This design comes from an exercise in tuning for small area on the open sky130 flow, not from production work.
In this exercise RTL edits were held to simulation tests only and were not proved equivalent to the original.
Power figures rest on the tool's default switching activity, not on a simulated workload.

before:
==> flow/design.v <==
module input_port(clk,rst,sw,input_flit,head,Credit_out);
	input clk,rst,sw;
	input [31:0] input_flit;
	output [31:0] head;
	output reg Credit_out;
	reg [191:0] mem;
	reg [5:0] rd;    
	reg [5:0] wp;    
	reg [2:0] n;     
	reg req_r;       
	wire shift = sw & req_r;
	wire adv   = shift & (n != 3'd0);
	wire [2:0] n1 = n - {2'b00,adv};
	wire full1 = (n1 == 3'd6);
	wire acc   = ~full1 & (input_flit[31:30] != 2'b00);
	always @(posedge clk) begin
		req_r <= (head[31:30] != 2'b11);
		if (rst) begin
			rd <= 6'b000001;
			wp <= 6'b000001;
			n <= 3'd0;
			Credit_out <= 1'b0;
		end else begin
			if (shift) Credit_out <= 1'b1;
			if (adv) rd <= {rd[4:0],rd[5]};
			if (acc) wp <= {wp[4:0],wp[5]};
			n <= n1 + {2'b00,acc};
		end
	end
	genvar j;
	generate for (j = 0; j < 6; j = j + 1) begin : slot
		always @(posedge clk)
			if (wp[j] & ~full1)
				mem[32*j +: 32] <= input_flit;
	end endgenerate
	assign head = ({32{rd[0]}} & mem[31:0])    | ({32{rd[1]}} & mem[63:32])  |
	              ({32{rd[2]}} & mem[95:64])   | ({32{rd[3]}} & mem[127:96]) |
	              ({32{rd[4]}} & mem[159:128]) | ({32{rd[5]}} & mem[191:160]);
endmodule
module routing_logic(clk,rst_d,type_h,xdest,ydest,want);
	parameter P = 0;
	input clk,rst_d;
	input [1:0] type_h,xdest,ydest;
	output [4:0] want;
	reg [4:0] st;
	wire xw = (xdest == 2'd0);
	wire xe = xdest[1];
	wire yn = (ydest == 2'd0);
	wire ys = ydest[1];
	wire [4:0] dir = xw ? 5'b10000 : xe ? 5'b01000 : yn ? 5'b00010 : ys ? 5'b00100 : 5'b00001;
	wire [4:0] tgt = dir & ~(5'b00001 << P);
	assign want = rst_d ? 5'b00000 :
	              (type_h == 2'b01) ? tgt :
	              type_h[1] ? (st & ~(5'b00001 << P)) : 5'b00000;    
	always @(posedge clk)
		st <= want;
endmodule
module Switch_Allocator(clk,rst,credit_in,req,grant,grant_next);
	input clk,rst,credit_in;
	input [3:0] req;
	output reg [3:0] grant;
	output [3:0] grant_next;
	reg [31:0] count;
	wire cnt_ok = ~count[31] & (|count[30:1]);
	wire keep = |(grant & req);
	wire [3:0] first = {req[3] & ~|req[2:0], req[2] & ~|req[1:0], req[1] & ~req[0], req[0]};
	assign grant_next = (rst | ~cnt_ok) ? 4'b0000 : keep ? grant : first;
	wire idle_next = ~|grant_next;
	wire dn = ~idle_next & ~credit_in;
	wire [31:0] t;
	assign t[0] = ~(idle_next ^ credit_in);
	genvar i;
	generate for (i = 1; i < 32; i = i + 1) begin : chain
		assign t[i] = t[i-1] & (count[i-1] ^ dn);
	end endgenerate
	always @(posedge clk) begin
		grant <= grant_next;
		if (rst)
			count <= 32'd6;
		else
			count <= count ^ t;
	end
endmodule
module delay_element(clk,rst,sel_flit,out_flit);
	input clk,rst;
	input [31:0] sel_flit;
	output reg [31:0] out_flit;
	reg [30:0] held;    
	wire hd = (sel_flit[31:30] == 2'b01) & ~rst;
	wire nh = (sel_flit[31:30] != 2'b01) & ~rst;
	always @(posedge clk) begin
		held <= {31{hd}} & sel_flit[30:0];
		out_flit <= ({32{hd}} & {1'b0,held}) | ({32{nh}} & sel_flit);
	end
endmodule
module crossbar_switch(clk,sel,h0,h1,h2,h3,sel_flit);
	input clk;
	input [3:0] sel;
	input [31:0] h0,h1,h2,h3;
	output reg [31:0] sel_flit;
	always @(posedge clk)
		sel_flit <= ({32{sel[0]}} & h0) | ({32{sel[1]}} & h1) | ({32{sel[2]}} & h2) | ({32{sel[3]}} & h3);
endmodule
module router(clk,rst,input_flit_Local,input_flit_North, input_flit_South, input_flit_East,input_flit_West,credit_inL,credit_inN,credit_inS,credit_inE,credit_inW,Credit_outL,Credit_outN,Credit_outS,Credit_outE,Credit_outW,Local_output,North_output,South_output,East_output,West_output);
	input clk;
	input rst;
	input[31:0] input_flit_Local, input_flit_North, input_flit_South, input_flit_East,input_flit_West;
	input credit_inL,credit_inN,credit_inS,credit_inE,credit_inW;
	output Credit_outL,Credit_outN,Credit_outS,Credit_outE,Credit_outW;
	output[31:0] Local_output,North_output,South_output,East_output,West_output;
	wire [31:0] hL,hN,hS,hE,hW;              
	wire [4:0] wL,wN,wS,wE,wW;               
	wire [3:0] gL,gN,gS,gE,gW;               
	wire [3:0] gnL,gnN,gnS,gnE,gnW;          
	wire [31:0] zL,zN,zS,zE,zW;              
	reg rst_d;
	always @(posedge clk) rst_d <= rst;
	wire swL = gN[0] | gS[0] | gE[0] | gW[0];
	wire swN = gL[0] | gS[1] | gE[1] | gW[1];
	wire swS = gL[1] | gN[1] | gE[2] | gW[2];
	wire swE = gL[2] | gN[2] | gS[2] | gW[3] | gL[3];   
	wire swW = gL[3] | gN[3] | gS[3] | gE[3];
	input_port input_portL(clk,rst,swL,input_flit_Local,hL,Credit_outL);
	input_port input_portN(clk,rst,swN,input_flit_North,hN,Credit_outN);
	input_port input_portS(clk,rst,swS,input_flit_South,hS,Credit_outS);
	input_port input_portE(clk,rst,swE,input_flit_East,hE,Credit_outE);
	input_port input_portW(clk,rst,swW,input_flit_West,hW,Credit_outW);
	routing_logic #(0) routing_L(clk,rst_d,hL[31:30],hL[23:22],hL[21:20],wL);
	routing_logic #(1) routing_N(clk,rst_d,hN[31:30],hN[23:22],hN[21:20],wN);
	routing_logic #(2) routing_S(clk,rst_d,hS[31:30],hS[23:22],hS[21:20],wS);
	routing_logic #(3) routing_E(clk,rst_d,hE[31:30],hE[23:22],hE[21:20],wE);
	routing_logic #(4) routing_W(clk,rst_d,hW[31:30],hW[23:22],hW[21:20],wW);
	Switch_Allocator sa_L(clk,rst,credit_inL,{wW[0],wE[0],wS[0],wN[0]},gL,gnL);
	Switch_Allocator sa_N(clk,rst,credit_inN,{wW[1],wE[1],wS[1],wL[1]},gN,gnN);
	Switch_Allocator sa_S(clk,rst,credit_inS,{wW[2],wE[2],wN[2],wL[2]},gS,gnS);
	Switch_Allocator sa_E(clk,rst,credit_inE,{wW[3],wS[3],wN[3],wL[3]},gE,gnE);
	Switch_Allocator sa_W(clk,rst,credit_inW,{wE[4],wS[4],wN[4],wL[4]},gW,gnW);
	crossbar_switch xb_L(clk,gnL,hN,hS,hE,hW,zL);
	crossbar_switch xb_N(clk,gnN,hL,hS,hE,hW,zN);
	crossbar_switch xb_S(clk,gnS,hL,hN,hE,hW,zS);
	crossbar_switch xb_E(clk,gnE,hL,hN,hS,hW,zE);
	crossbar_switch xb_W(clk,gnW,hL,hN,hS,hE,zW);
	delay_element out_L(clk,rst,zL,Local_output);
	delay_element out_N(clk,rst,zN,North_output);
	delay_element out_S(clk,rst,zS,South_output);
	delay_element out_E(clk,rst,zE,East_output);
	delay_element out_W(clk,rst,zW,West_output);
endmodule
==> flow/config.mk <==
export PLATFORM = sky130hd
export DESIGN_NAME = router
export DESIGN_NICKNAME = router
export VERILOG_FILES = /design/flow/design.v
export SDC_FILE = /design/flow/constraint.sdc
export NUM_CORES = 4
export LEC_CHECK = 0
export CAP_MARGIN = 20
export CORE_MARGIN = 2
export CORE_UTILIZATION = 40
export SLEW_MARGIN = 20
==> flow/constraint.sdc <==
create_clock -name core_clock -period 10.0 [get_ports {clk}]
set_input_delay 2.0000 -clock core_clock [delete_from_list [all_inputs] [get_ports {clk}]]
set_output_delay 2.0000 -clock core_clock [all_outputs]
set_load 0.01 [all_outputs]
standard.sh (not shown) runs the stock make flow with config.mk's settings and CLKGATE_MAP_FILE= SYNTH_SCRIPT=/design/flow/synth_recipe.tcl, a recipe that flattens the netlist after the stock synthesis.
==> flow/flow/run.sh <==
#!/bin/bash
# Layout flow: the standard ORFS flow, with an area-oriented ABC mapping,
# CTS without dummy loads and with smaller clock buffers, and single-drive
# port buffers.  Every tool's output is in orfs/logs; make's output in flow.log.
set -euo pipefail
here=$(pwd)
rm -rf "$here/scripts_area"
cp -r "$FLOW_HOME/scripts" "$here/scripts_area"
cp "$here/flow/abc_area.script" "$here/scripts_area/abc_area.script"
bash standard.sh \
  SCRIPTS_DIR="$here/scripts_area" \
  ABC_AREA=1 \
  BUFFER_PORTS_ARGS="-buffer_cell sky130_fd_sc_hd__buf_1" \
  CTS_ARGS="-sink_clustering_enable -repair_clock_nets -dont_use_dummy_load -buf_list sky130_fd_sc_hd__clkbuf_8 -sink_clustering_size 16 -sink_clustering_max_diameter 60" \
  finish > "$here/flow.log" 2>&1
==> flow/flow/abc_area.script <==
strash
&get -n
&st
&dch -x
&nf -a -R 1000 -p -C 32
&put
strash
&get -n
&st
&dch -x
&nf -a -R 1000 -p -C 32
&put
Input-level comparison between after and before:
diff --git a/flow/design.v b/flow/design.v
--- a/flow/design.v
+++ b/flow/design.v
@@ -2,30 +2,31 @@
 	input clk,rst,sw;
 	input [31:0] input_flit;
 	output [31:0] head;
 	output reg Credit_out;
 	reg [191:0] mem;
-	reg [5:0] rd;    
-	reg [5:0] wp;    
+	reg [2:0] rp, wq;
+	wire [5:0] rd = {rp[2] & ~rp[1], rp[1] & ~rp[0], rp[2] & rp[0], rp[1] & ~rp[2], rp[0] & ~rp[1], ~rp[2] & ~rp[0]};
+	wire [5:0] wp = {wq[2] & ~wq[1], wq[1] & ~wq[0], wq[2] & wq[0], wq[1] & ~wq[2], wq[0] & ~wq[1], ~wq[2] & ~wq[0]};
 	reg [2:0] n;     
 	reg req_r;       
 	wire shift = sw & req_r;
 	wire adv   = shift & (n != 3'd0);
 	wire [2:0] n1 = n - {2'b00,adv};
 	wire full1 = (n1 == 3'd6);
 	wire acc   = ~full1 & (input_flit[31:30] != 2'b00);
 	always @(posedge clk) begin
 		req_r <= (head[31:30] != 2'b11);
 		if (rst) begin
-			rd <= 6'b000001;
-			wp <= 6'b000001;
+			rp <= 3'b000;
+			wq <= 3'b000;
 			n <= 3'd0;
 			Credit_out <= 1'b0;
 		end else begin
 			if (shift) Credit_out <= 1'b1;
-			if (adv) rd <= {rd[4:0],rd[5]};
-			if (acc) wp <= {wp[4:0],wp[5]};
+			if (adv) rp <= {rp[1:0],~rp[2]};
+			if (acc) wq <= {wq[1:0],~wq[2]};
 			n <= n1 + {2'b00,acc};
 		end
 	end
 	genvar j;
 	generate for (j = 0; j < 6; j = j + 1) begin : slot
- Between after and before, the difference in clock-cell share of area is negligible.
- Taking before as the reference, in after synthesized-area fraction occupied by ao, oa, aoi and oai cells lower, worst hold slack decreased by 0.025 ns relative to the old numbers, non-clock buffer count now sits lower, clock power share +2.1 points, total wire length after detailed routing down 1.9%.
- Cells: after has fewer instances than before
- Summary of after over before: adder-cell share of the synthesized area essentially unchanged, via count decreased 676, width of the die decreased about 0.55%.

what the ideal ports hide:
No port has a modelled driver above. Below, the same layouts with a new extraction and two added sets of constraints. Step 1 assumes that a clkbuf_16 drives the clock port and a buf_2 every other input. Step 2, shift: input delay + t, output delay - t, t = (earliest + latest rising clock arrival at the registers) / 2. This alone moves slack from input paths to output paths. Three values: ideal, step 1, step 2; two values: the first two.
run	t (ns)	slack for setup (ns)	worst setup path at the end	worst register clock-pin slew, ns
before	0.962	0.980 / 0.980 / 0.842	input to register	0.10 / 0.10
after	0.940	0.854 / 0.854 / 0.854	register to register	0.10 / 0.10
After both steps every run listed still meets setup and hold. For before, which loses most, drivers alone change the setup slack by 0.000 ns; drivers and shift together by -0.138 ns.
